This is an optimization exercise on Yosys and OpenROAD, whose aim is small area, not a production implementation. Function was checked by simulation only, so behaviour that the tests miss may differ from the original. The clock port is modelled as an ideal driver; clocking choices that lean on that would not hold on a real chip. Power and IR drop assume default switching activity.

// i2c_master
module i2c_master #(
 parameter [15:0]  p_DIV = 16'd500
) (
 input                           i_rst_n
,input                           i_local_clk
,input                           i_start
,input         [8:0]             i_req_num
,input         [7:0]             i_device_addr
,input         [7:0]             i_reg_addr
,input         [7:0]             i_wr_data
,output                          o_wr_done
,output        [7:0]             o_rd_data
,output                          o_rd_valid
,output                          o_busy
,output        [7:0]             o_reg_addr
,output        [7:0]             o_ack_erro
,output                          o_erro_valid
,output                          o_scl
,input                           i_sda
,output                          o_sda
);
For scale: roughly 67 I/O pins, about 1900 sq um of cells after synthesis.
export LEC_CHECK = 0
export CAP_MARGIN = 20
export CORE_MARGIN = 2
export CORE_UTILIZATION = 40
export PLACE_DENSITY = 0.6
export SETUP_SLACK_MARGIN = 0.25
export SLEW_MARGIN = 20
create_clock -name core_clock -period 5.0 [get_ports {i_local_clk}]
standard.sh (not shown) runs the stock make flow with config.mk's settings and CLKGATE_MAP_FILE= SYNTH_SCRIPT=/design/flow/synth_recipe.tcl, a recipe that flattens the netlist after the stock synthesis.
==> flow/flow/run.sh <==
#!/bin/bash
# Standard layout with four changes to how it is made:
#  - synthesis maps the logic with an area-oriented ABC script
#    (flow/abc_area.script) in place of ORFS's speed script; everything else
#    in the standard flow's synthesis script (synth_recipe.tcl) is kept as it is;
#  - the port buffers are made from the smallest buffer cell;
#  - the clock tree is built by flow/clktree.tcl (a balanced two-level tree
#    of four buffers) just before ORFS's CTS step;
#  - gates with slack to spare are downsized (flow/recover.tcl) just before
#    global routing, ahead of ORFS's post-route repair of slew and load.
# Each tool's output is in standard.log (and ORFS's own logs under orfs/).
set -euo pipefail
here=$(pwd)
{
  echo "proc abc {args} {"
  echo "  set i [lsearch \$args -script]"
  echo "  lset args [expr {\$i + 1}] $here/flow/abc_area.script"
  echo "  yosys abc {*}\$args"
  echo "}"
  cat synth_recipe.tcl
} > synth_area.tcl
export BUFFER_PORTS_ARGS="-buffer_cell sky130_fd_sc_hd__buf_1"
export PRE_CTS_TCL=$here/flow/clktree.tcl
export PRE_GLOBAL_ROUTE_TCL=$here/flow/recover.tcl
bash standard.sh SYNTH_SCRIPT=$here/synth_area.tcl finish > standard.log 2>&1
==> flow/flow/clktree.tcl <==
# Run before CTS (PRE_CTS_TCL): a hand-made two-level clock tree. The
# flip-flops are split into three groups of about equal size by position
# (sorted along x); each group is driven by one clkbuf_8 placed at the
# group's centre, and the three leaf buffers by one clkbuf_2 root buffer on
# the clock port. The tree is balanced (every flip-flop is two buffers from
# the port); CTS then finds no unbuffered clock net left to build.
proc build_clock_tree { ngroups leaf_cell root_cell } {
  set block [ord::get_db_block]
  set sinks {}
  foreach iterm [[$block findNet i_local_clk] getITerms] {
    set inst [$iterm getInst]
    lassign [$inst getLocation] x y
    lappend sinks [list $x $y [$inst getName]/[[$iterm getMTerm] getName]]
  }
  set sinks [lsort -real -index 0 $sinks]
  set n [llength $sinks]
  set sumx 0
  set sumy 0
  for {set g 0} {$g < $ngroups} {incr g} {
    set lo [expr {$g * $n / $ngroups}]
    set hi [expr {($g + 1) * $n / $ngroups - 1}]
    set pins {}
    set sx 0
    set sy 0
    foreach s [lrange $sinks $lo $hi] {
      lappend pins [get_pins [lindex $s 2]]
      set sx [expr {$sx + [lindex $s 0]}]
      set sy [expr {$sy + [lindex $s 1]}]
    }
    set k [llength $pins]
    set cx [expr {$sx / $k / 1000.0}]
    set cy [expr {$sy / $k / 1000.0}]
    set sumx [expr {$sumx + $cx}]
    set sumy [expr {$sumy + $cy}]
    insert_buffer -buffer_cell $leaf_cell -net i_local_clk -load_pins $pins \
      -location [list $cx $cy] -buffer_name clkleaf_$g -net_name clkleaf_net_$g
  }
  insert_buffer -buffer_cell $root_cell -net i_local_clk \
    -location [list [expr {$sumx / $ngroups}] [expr {$sumy / $ngroups}]] \
    -buffer_name clkroot -net_name clkroot_net
}
build_clock_tree 3 sky130_fd_sc_hd__clkbuf_8 sky130_fd_sc_hd__clkbuf_2
==> flow/flow/recover.tcl <==
# Run before global routing (PRE_GLOBAL_ROUTE_TCL): downsize gates that have
# timing slack to spare, keeping 0.3 ns of setup slack in hand. ORFS's own
# repair_design after global routing then fixes any slew or capacitance
# limit this leaves violated.
estimate_parasitics -placement
repair_timing -recover_power 100 -setup_margin 0.3
Other scripts of this flow, unchanged in this note and not shown: flow/flow/abc_area.script
The first run went through all stages and came out clean.
Change:
--- a/flow/flow/run.sh
+++ b/flow/flow/run.sh
@@ -6,5 +6,5 @@
 #  - the port buffers are made from the smallest buffer cell;
 #  - the clock tree is built by flow/clktree.tcl (a balanced two-level tree
-#    of four buffers) just before ORFS's CTS step;
+#    of five buffers) just before ORFS's CTS step;
 #  - gates with slack to spare are downsized (flow/recover.tcl) just before
 #    global routing, ahead of ORFS's post-route repair of slew and load.
--- a/flow/flow/clktree.tcl
+++ b/flow/flow/clktree.tcl
@@ -1,6 +1,6 @@
 # Run before CTS (PRE_CTS_TCL): a hand-made two-level clock tree. The
-# flip-flops are split into three groups of about equal size by position
-# (sorted along x); each group is driven by one clkbuf_8 placed at the
-# group's centre, and the three leaf buffers by one clkbuf_2 root buffer on
+# flip-flops are split into four groups of about equal size by position
+# (sorted along x); each group is driven by one clkbuf_4 placed at the
+# group's centre, and the four leaf buffers by one clkbuf_2 root buffer on
 # the clock port. The tree is balanced (every flip-flop is two buffers from
 # the port); CTS then finds no unbuffered clock net left to build.
@@ -40,3 +40,3 @@
     -buffer_name clkroot -net_name clkroot_net
 }
-build_clock_tree 3 sky130_fd_sc_hd__clkbuf_8 sky130_fd_sc_hd__clkbuf_2
+build_clock_tree 4 sky130_fd_sc_hd__clkbuf_4 sky130_fd_sc_hd__clkbuf_2
==> flow/flow/recover.tcl (replaced) <==
# Run before global routing (PRE_GLOBAL_ROUTE_TCL): downsize gates that have
# timing slack to spare. ORFS's own repair_design after global routing then
# fixes any slew or capacitance limit this leaves violated.
estimate_parasitics -placement
repair_timing -recover_power 100
SETUP_SLACK_MARGIN = unset   (was 0.25)
Effect: Maximum frequency drops by about 4%; global-route usage is about the same; power drops by about 2.5%; critical path depth stays the same; wire length drops by 0.68%; worst setup slack loses 0.20 ns.
Change:
--- a/flow/flow/run.sh
+++ b/flow/flow/run.sh
@@ -6,5 +6,5 @@
 #  - the port buffers are made from the smallest buffer cell;
 #  - the clock tree is built by flow/clktree.tcl (a balanced two-level tree
-#    of five buffers) just before ORFS's CTS step;
+#    of four buffers) just before ORFS's CTS step;
 #  - gates with slack to spare are downsized (flow/recover.tcl) just before
 #    global routing, ahead of ORFS's post-route repair of slew and load.
--- a/flow/flow/clktree.tcl
+++ b/flow/flow/clktree.tcl
@@ -1,6 +1,6 @@
 # Run before CTS (PRE_CTS_TCL): a hand-made two-level clock tree. The
-# flip-flops are split into four groups of about equal size by position
-# (sorted along x); each group is driven by one clkbuf_4 placed at the
-# group's centre, and the four leaf buffers by one clkbuf_2 root buffer on
+# flip-flops are split into three groups of about equal size by position
+# (sorted along x); each group is driven by one clkbuf_8 placed at the
+# group's centre, and the three leaf buffers by one clkbuf_2 root buffer on
 # the clock port. The tree is balanced (every flip-flop is two buffers from
 # the port); CTS then finds no unbuffered clock net left to build.
@@ -40,3 +40,3 @@
     -buffer_name clkroot -net_name clkroot_net
 }
-build_clock_tree 4 sky130_fd_sc_hd__clkbuf_4 sky130_fd_sc_hd__clkbuf_2
+build_clock_tree 3 sky130_fd_sc_hd__clkbuf_8 sky130_fd_sc_hd__clkbuf_2
==> flow/flow/recover.tcl (replaced) <==
# Run before global routing (PRE_GLOBAL_ROUTE_TCL): downsize gates that have
# timing slack to spare, keeping 0.3 ns of setup slack in hand. ORFS's own
# repair_design after global routing then fixes any slew or capacitance
# limit this leaves violated.
estimate_parasitics -placement
repair_timing -recover_power 100 -setup_margin 0.3
=> Die area does not change; via count fell by 0.73%; total power rose by about 2.3%; hold slack got worse by 0.0082 ns; register-to-register slack got worse by 0.02 ns; design area rose by about 0.5%; global-route usage stays the same.
Change:
==> flow/flow/recover.tcl (replaced) <==
# Run before global routing (PRE_GLOBAL_ROUTE_TCL): downsize gates that have
# timing slack to spare. ORFS's own repair_design after global routing then
# fixes any slew or capacitance limit this leaves violated.
estimate_parasitics -placement
repair_timing -recover_power 100
The changed run completed without violations.
Sequential cell count does not change.
Critical path depth stays the same.
Setup slack is unchanged.
Routed wire length does not change.
Worst hold slack does not change.
Die area is unchanged.
Power does not change.
Combinational power hardly moves.
Design area does not change.
Clock power stays flat.
First-iteration DRC count does not change.

==> static timing again, ports no longer ideal <==
In the flow no input, the clock included, has a driving cell. The finished layouts below were timed again as built, in two steps. Step 1 (the two cells are an assumption about what drives the block):
set clk [get_ports {i_local_clk}]
set_driving_cell -lib_cell sky130_fd_sc_hd__clkbuf_16 $clk
set_driving_cell -lib_cell sky130_fd_sc_hd__buf_2 [delete_from_list [all_inputs] $clk]
Step 2 also shifts input and output timing later by t, the mid clock arrival at the registers, as if the neighbouring blocks saw the same clock. Slacks: ideal ports / drivers / drivers and shift; pairs: ideal ports / drivers.
run | t (ns) | setup WS [ns] | slew at the worst register clock pin (ns) | pins driven straight from the clock port
the first run | 0.353 | 0.298 / 0.278 / 0.278 | 0.08 / 0.08 | 1
the second run | 0.358 | 0.093 / 0.073 / 0.073 | 0.10 / 0.10 | 1
the third run | 0.353 | 0.088 / 0.068 / 0.068 | 0.08 / 0.08 | 1
the fourth run | 0.353 | 0.088 / 0.068 / 0.068 | 0.08 / 0.08 | 1
After both steps setup and hold are still met in every run listed.
